This is an optimization exercise on Yosys and OpenROAD, whose aim is small area, not a production implementation. In this exercise RTL edits were held to simulation tests only and were not proved equivalent to the original. The flow treats the clock pin as an ideal source, which a real chip does not have. Power and IR drop assume default switching activity.

== yarrow ==
## vga_core
module vga_core
(
  input  wire         reset,
  input  wire         color_3b,       
  input  wire         mode_bit,       
  input  wire         clk_dot,        
  input  wire  [31:0] random_num,     
  output wire  [23:0] vga_pixel_rgb,  
  output wire         vga_active,     
  output wire         vga_hsync,      
  output wire         vga_vsync       
);
Size: about 800 cells after synthesis, roughly 170 flip-flops, ~63 I/O pins, about 0.0080 sq mm of cells after synthesis.
==> flow/config.mk <==
export PLATFORM = sky130hd
export DESIGN_NAME = vga_core
export DESIGN_NICKNAME = vga_core
export VERILOG_FILES = /design/flow/design.v
export SDC_FILE = /design/flow/constraint.sdc
export NUM_CORES = 4
export LEC_CHECK = 0
export CAP_MARGIN = 20
export CORE_MARGIN = 2
export CORE_UTILIZATION = 85
export SLEW_MARGIN = 20
==> flow/constraint.sdc <==
create_clock -name core_clock -period 10.0 [get_ports {clk_dot}]
set_input_delay 2.0000 -clock core_clock [delete_from_list [all_inputs] [get_ports {clk_dot}]]
set_output_delay 2.0000 -clock core_clock [all_outputs]
set_load 0.01 [all_outputs]
standard.sh (not shown) runs the stock make flow with config.mk's settings and CLKGATE_MAP_FILE= SYNTH_SCRIPT=/design/flow/synth_recipe.tcl, a recipe that flattens the netlist after the stock synthesis.
==> flow/flow/run.sh <==
#!/bin/bash
# Own flow: the standard layout (standard.sh, unchanged synthesis), with
# the smallest buffer on the ports and a clock tree of small buffers without
# dummy loads.  Each tool's output is in orfs/logs; make's own output is in
# flow_make.log here.
set -euo pipefail
CTS="-sink_clustering_enable -repair_clock_nets -sink_clustering_size 30 -sink_clustering_max_diameter 100 -buf_list {sky130_fd_sc_hd__clkbuf_8} -dont_use_dummy_load"
bash standard.sh "BUFFER_PORTS_ARGS=-buffer_cell sky130_fd_sc_hd__buf_1" "CTS_ARGS=$CTS" "POST_CTS_TCL=$PWD/flow/post_cts.tcl" finish > flow_make.log 2>&1
==> flow/flow/post_cts.tcl <==
# After CTS: downsize cells off the critical paths (power recovery, which
# here means smaller cells), then repair slew and capacitance again and
# legalise.
estimate_parasitics -placement
repair_timing -recover_power 100 -match_cell_footprint
repair_design -match_cell_footprint
detailed_placement
check_placement -verbose
yarrow: no failed stages, no open violations at the end
The following lists how fjord was set up differently from yarrow:
Settings: CORE_UTILIZATION now 80, was 85.
[summary]
Per the final summary, fjord finished and its layout is clean on timing, DRC and antenna. Summary of fjord over yarrow: routed length on met2 saw a decrease; final area held steady; horizontal die dimension went up 3.0 microns; final-stage net count has remained practically unchanged; die outline area rose about 6%. fjord vs. yarrow: routed wire length went down by 17%, met1 track demand over resource in global routing went down by 13 points, sequential share of layout area was more or less identical, share of the clock period used by the worst path went down by 1.4 points. On power, fjord does better than yarrow. Highest metal layer used by the detailed router: met5 -> yarrow, met4 -> fjord. Summary of the comparison: global placer's final weighted congestion is lower in fjord, relative to yarrow.
## Diff of input files: amber against fjord
Settings: CAP_MARGIN now 5, was 20; SLEW_MARGIN now 5, was 20.
## What came out
- Between amber and fjord, the difference in clock tree cell share of total cell area is negligible.
- amber — met2 track demand over resource 1.2 points higher, fjord as reference
- fjord → amber: arrival time at the worst endpoint lost 0.06 ns; maximum clock rate picked up an extra 2.6 MHz; number of clock sinks neither gained nor lost much; portion of the clock cycle consumed by the worst path in the final layout lost 0.63 points.
- [compare] base=fjord new=amber: synthesis-to-finish area growth dropped 0.17 points, fraction of area in multi-input gates barely changed, standby leakage power dropped 0.47%, power share of the combinational group barely changed.
The inputs of zinc differ from those of amber as listed below.
Settings: CAP_MARGIN: 5 -> 20; SLEW_MARGIN: 5 -> 20.
==> flow/flow/post_cts.tcl <==
# After CTS:
# 2. Downsize cells off the critical paths (power recovery, which here
#    means smaller cells), then repair slew and capacitance again and
#    legalise.
set_propagated_clock [all_clocks]
estimate_parasitics -placement
proc leaf_slew { inst } {
  set w 0
  set out [get_pins [get_full_name $inst]/X]
  foreach p [get_pins -of_objects [get_nets -of_objects $out] -filter "direction==input"] {
    foreach q {slew_max_rise slew_max_fall} {
      set v [get_property $p $q]
      if { $v > $w } { set w $v }
    }
  }
  return $w
}
set small [[ord::get_db] findMaster sky130_fd_sc_hd__clkbuf_4]
foreach inst [[ord::get_db_block] getInsts] {
  set big [$inst getMaster]
  if { [string match "clkbuf_*" [$inst getName]] && [$big getName] == "sky130_fd_sc_hd__clkbuf_8" } {
    set sinks [[$inst findITerm X] getNet]
    set leaf 1
    foreach it [$sinks getITerms] {
      if { [$it isOutputSignal] } { continue }
      if { ![[[$it getInst] getMaster] isSequential] } { set leaf 0 }
    }
    if { !$leaf } { continue }
    $inst swapMaster $small
    estimate_parasitics -placement
    set s [leaf_slew [get_cells [$inst getName]]]
    if { $s > 0.100 } {
      $inst swapMaster $big
      estimate_parasitics -placement
      puts "clock leaf [$inst getName]: kept clkbuf_8 ($s ns with clkbuf_4)"
    } else {
      puts "clock leaf [$inst getName]: clkbuf_4 ($s ns)"
    }
  }
}
repair_timing -recover_power 100 -match_cell_footprint
repair_design -match_cell_footprint
detailed_placement
check_placement -verbose
### Flow results
- Portion of total power attributed to the clock network: zinc < amber
- Per the comparison of zinc with amber, via count decreased 2.2%, worst relative slew slack increased 6.6 points.

* * *

vga_core, a different RTL version from the one above (not shown whole).
Size in the first run: about 900 cells after synthesis, about 9400 um2 of cells after synthesis.
==> flow/design.v (excerpt) <==
module vga_core
(
  input  wire         reset,
  input  wire         color_3b,       
  input  wire         mode_bit,       
  input  wire         clk_dot,        
  input  wire  [31:0] random_num,     
  output wire  [23:0] vga_pixel_rgb,  
  output wire         vga_active,     
  output wire         vga_hsync,      
  output wire         vga_vsync       
);
  wire [10:0] h, hn;
  wire [9:0]  v, vn;
  wire        new_frame;
  vga_timing u0_vga_timing
  (
    .reset      ( reset      ),
    .clk_dot    ( clk_dot    ),
    .h          ( h          ),
    .v          ( v          ),
    .hn         ( hn         ),
    .vn         ( vn         ),
    .new_frame  ( new_frame  ),
    .vid_active ( vga_active ),
    .vga_hsync  ( vga_hsync  ),
    .vga_vsync  ( vga_vsync  )
  );
  reg          init;         
  reg          mode_p1;      
  reg          c3_p1;        
  reg          demo;         
  reg          first;        
  reg  [8:0]   line_d;       
  reg  [22:0]  line_rgb;
  reg  [23:0]  bx;           
  reg  [23:0]  by;           
  reg          x_neg, y_neg;      
  reg  [9:0]   x_frac, y_frac;    
  reg  [2:0]   lock;         
  reg  [22:0]  ball_rgb;
  reg          line_v, ball_v, dir_v;   
  reg          pix_hit;      
  reg  [22:0]  pix_rgb;
  always @ ( posedge clk_dot or posedge reset ) begin
    if ( reset == 1 ) init <= 1'b1;
    else              init <= 1'b0;
  end
  wire start = init | ~mode_bit;    
  wire rise  = mode_bit & ( ~mode_p1 | init );
  wire line_wrap = ( line_d == 9'd300 );
  wire line_load = ~mode_bit | ( new_frame & line_wrap );
  always @ ( posedge clk_dot ) begin
    if ( start ) begin
  ...
Settings: LEC_CHECK=0, CAP_MARGIN=20, CORE_MARGIN=2, CORE_UTILIZATION=40, SLEW_MARGIN=20; clock period 10.0 ns.
==> flow/flow/run.sh <==
#!/bin/bash
# Own flow: the standard layout (standard.sh, unchanged synthesis), with
# the smallest buffer on the ports and a clock tree of small buffers without
# dummy loads.  Each tool's output is in orfs/logs; make's own output is in
# flow_make.log here.
set -euo pipefail
CTS="-sink_clustering_enable -repair_clock_nets -sink_clustering_size 50 -sink_clustering_max_diameter 300 -buf_list {sky130_fd_sc_hd__clkbuf_16} -dont_use_dummy_load"
bash standard.sh "BUFFER_PORTS_ARGS=-buffer_cell sky130_fd_sc_hd__buf_1" "CTS_ARGS=$CTS"  finish > flow_make.log 2>&1
The first run went through all stages and came out clean.
==> next run, changes <==
--- a/flow/flow/run.sh
+++ b/flow/flow/run.sh
@@ -6,3 +6,3 @@
 set -euo pipefail
-CTS="-sink_clustering_enable -repair_clock_nets -sink_clustering_size 50 -sink_clustering_max_diameter 300 -buf_list {sky130_fd_sc_hd__clkbuf_16} -dont_use_dummy_load"
+CTS="-sink_clustering_enable -repair_clock_nets -sink_clustering_size 30 -sink_clustering_max_diameter 100 -buf_list {sky130_fd_sc_hd__clkbuf_4 sky130_fd_sc_hd__clkbuf_8} -dont_use_dummy_load"
 bash standard.sh "BUFFER_PORTS_ARGS=-buffer_cell sky130_fd_sc_hd__buf_1" "CTS_ARGS=$CTS"  finish > flow_make.log 2>&1
--- a/flow/config.mk
+++ b/flow/config.mk
@@ -9,3 +9,3 @@
 export CORE_MARGIN = 2
-export CORE_UTILIZATION = 40
+export CORE_UTILIZATION = 65
 export SLEW_MARGIN = 20
Hold slack gains 0.0070 ns.
Cell area falls by 3.3%.
Sequential power stays flat.
Non-clock buffer count rises by 3.
Via count rises by 3.6%.
==> next run, changes <==
--- a/flow/flow/run.sh
+++ b/flow/flow/run.sh
@@ -6,3 +6,3 @@
 set -euo pipefail
-CTS="-sink_clustering_enable -repair_clock_nets -sink_clustering_size 30 -sink_clustering_max_diameter 100 -buf_list {sky130_fd_sc_hd__clkbuf_4 sky130_fd_sc_hd__clkbuf_8} -dont_use_dummy_load"
+CTS="-sink_clustering_enable -repair_clock_nets -sink_clustering_size 30 -sink_clustering_max_diameter 100 -buf_list {sky130_fd_sc_hd__clkbuf_8} -dont_use_dummy_load"
 bash standard.sh "BUFFER_PORTS_ARGS=-buffer_cell sky130_fd_sc_hd__buf_1" "CTS_ARGS=$CTS"  finish > flow_make.log 2>&1
--- a/flow/config.mk
+++ b/flow/config.mk
@@ -9,3 +9,3 @@
 export CORE_MARGIN = 2
-export CORE_UTILIZATION = 65
+export CORE_UTILIZATION = 80
 export SLEW_MARGIN = 20
=> Core utilization rose by 15 points. Cell count fell by 3.5%. Via count rose by 4.3%. Wire length rose by 9.3%. Count of clock-buffer cells in the layout does not change. Worst hold slack degrades by 0.0050 ns. Synthesized cell count stays the same. Fmax rose by 1.6%. Global-route usage rose by 8.6 points. Worst setup slack improves by 0.077 ns.
==> next run, changes <==
--- a/flow/flow/run.sh
+++ b/flow/flow/run.sh
@@ -6,3 +6,3 @@
 set -euo pipefail
-CTS="-sink_clustering_enable -repair_clock_nets -sink_clustering_size 30 -sink_clustering_max_diameter 100 -buf_list {sky130_fd_sc_hd__clkbuf_8} -dont_use_dummy_load"
+CTS="-sink_clustering_enable -repair_clock_nets -sink_clustering_size 20 -sink_clustering_max_diameter 60 -buf_list {sky130_fd_sc_hd__clkbuf_8 sky130_fd_sc_hd__clkbuf_16} -dont_use_dummy_load"
 bash standard.sh "BUFFER_PORTS_ARGS=-buffer_cell sky130_fd_sc_hd__buf_1" "CTS_ARGS=$CTS"  finish > flow_make.log 2>&1
--- a/flow/config.mk
+++ b/flow/config.mk
@@ -9,3 +9,3 @@
 export CORE_MARGIN = 2
-export CORE_UTILIZATION = 80
+export CORE_UTILIZATION = 40
 export SLEW_MARGIN = 20
Count of clock-buffer cells in the layout stays the same.
Global-route usage decreases by 19 points.
Cell count increases by 16%.
Fmax decreases by 1.7%.
Clock skew decreases by 0.0065 ns.
Total power increases by 12%.
Clock power increases by 46%.
Utilization decreases by 41 points.

## re-timing with driven ports
How much do the figures lean on ideal ports? The routed layouts below were timed once more, with nothing changed but the port constraints.
Step 1 assumes that a clkbuf_16 drives the clock port and a buf_2 every other input.
Step 2 times the ports against the registers' clock, not the clock port: input delays grow and output delays shrink by t, the midpoint of the rising clock arrivals with the driver on.
a / b / c = ideal / step 1 / step 2; a / b = the first two.
run	shift t [ns]	setup slack, ns	worst setup path at the end	latest minus earliest clock arrival (ns)	slew at the worst register clock pin (ns)
yarrow	0.508	4.890 / 4.890 / 4.890	register to register	0.038 / 0.038	0.10 / 0.10
fjord	0.495	5.026 / 5.026 / 5.026	register to register	0.030 / 0.029	0.09 / 0.09
amber	0.495	5.089 / 5.089 / 5.089	register to register	0.028 / 0.028	0.09 / 0.09
zinc	0.487	5.085 / 5.085 / 5.085	register to register	0.033 / 0.033	0.10 / 0.10
the first run of note 2	0.474	5.159 / 5.112 / 5.586	register to output	0.042 / 0.042	0.09 / 0.09
the second run of note 2	0.495	5.163 / 5.122 / 5.617	register to output	0.039 / 0.040	0.11 / 0.11
the third run of note 2	0.491	5.240 / 5.200 / 5.690	register to output	0.045 / 0.045	0.10 / 0.10
the fourth run of note 2	0.474	5.159 / 5.112 / 5.586	register to output	0.042 / 0.042	0.09 / 0.09
After both steps setup and hold are still met in every run listed.
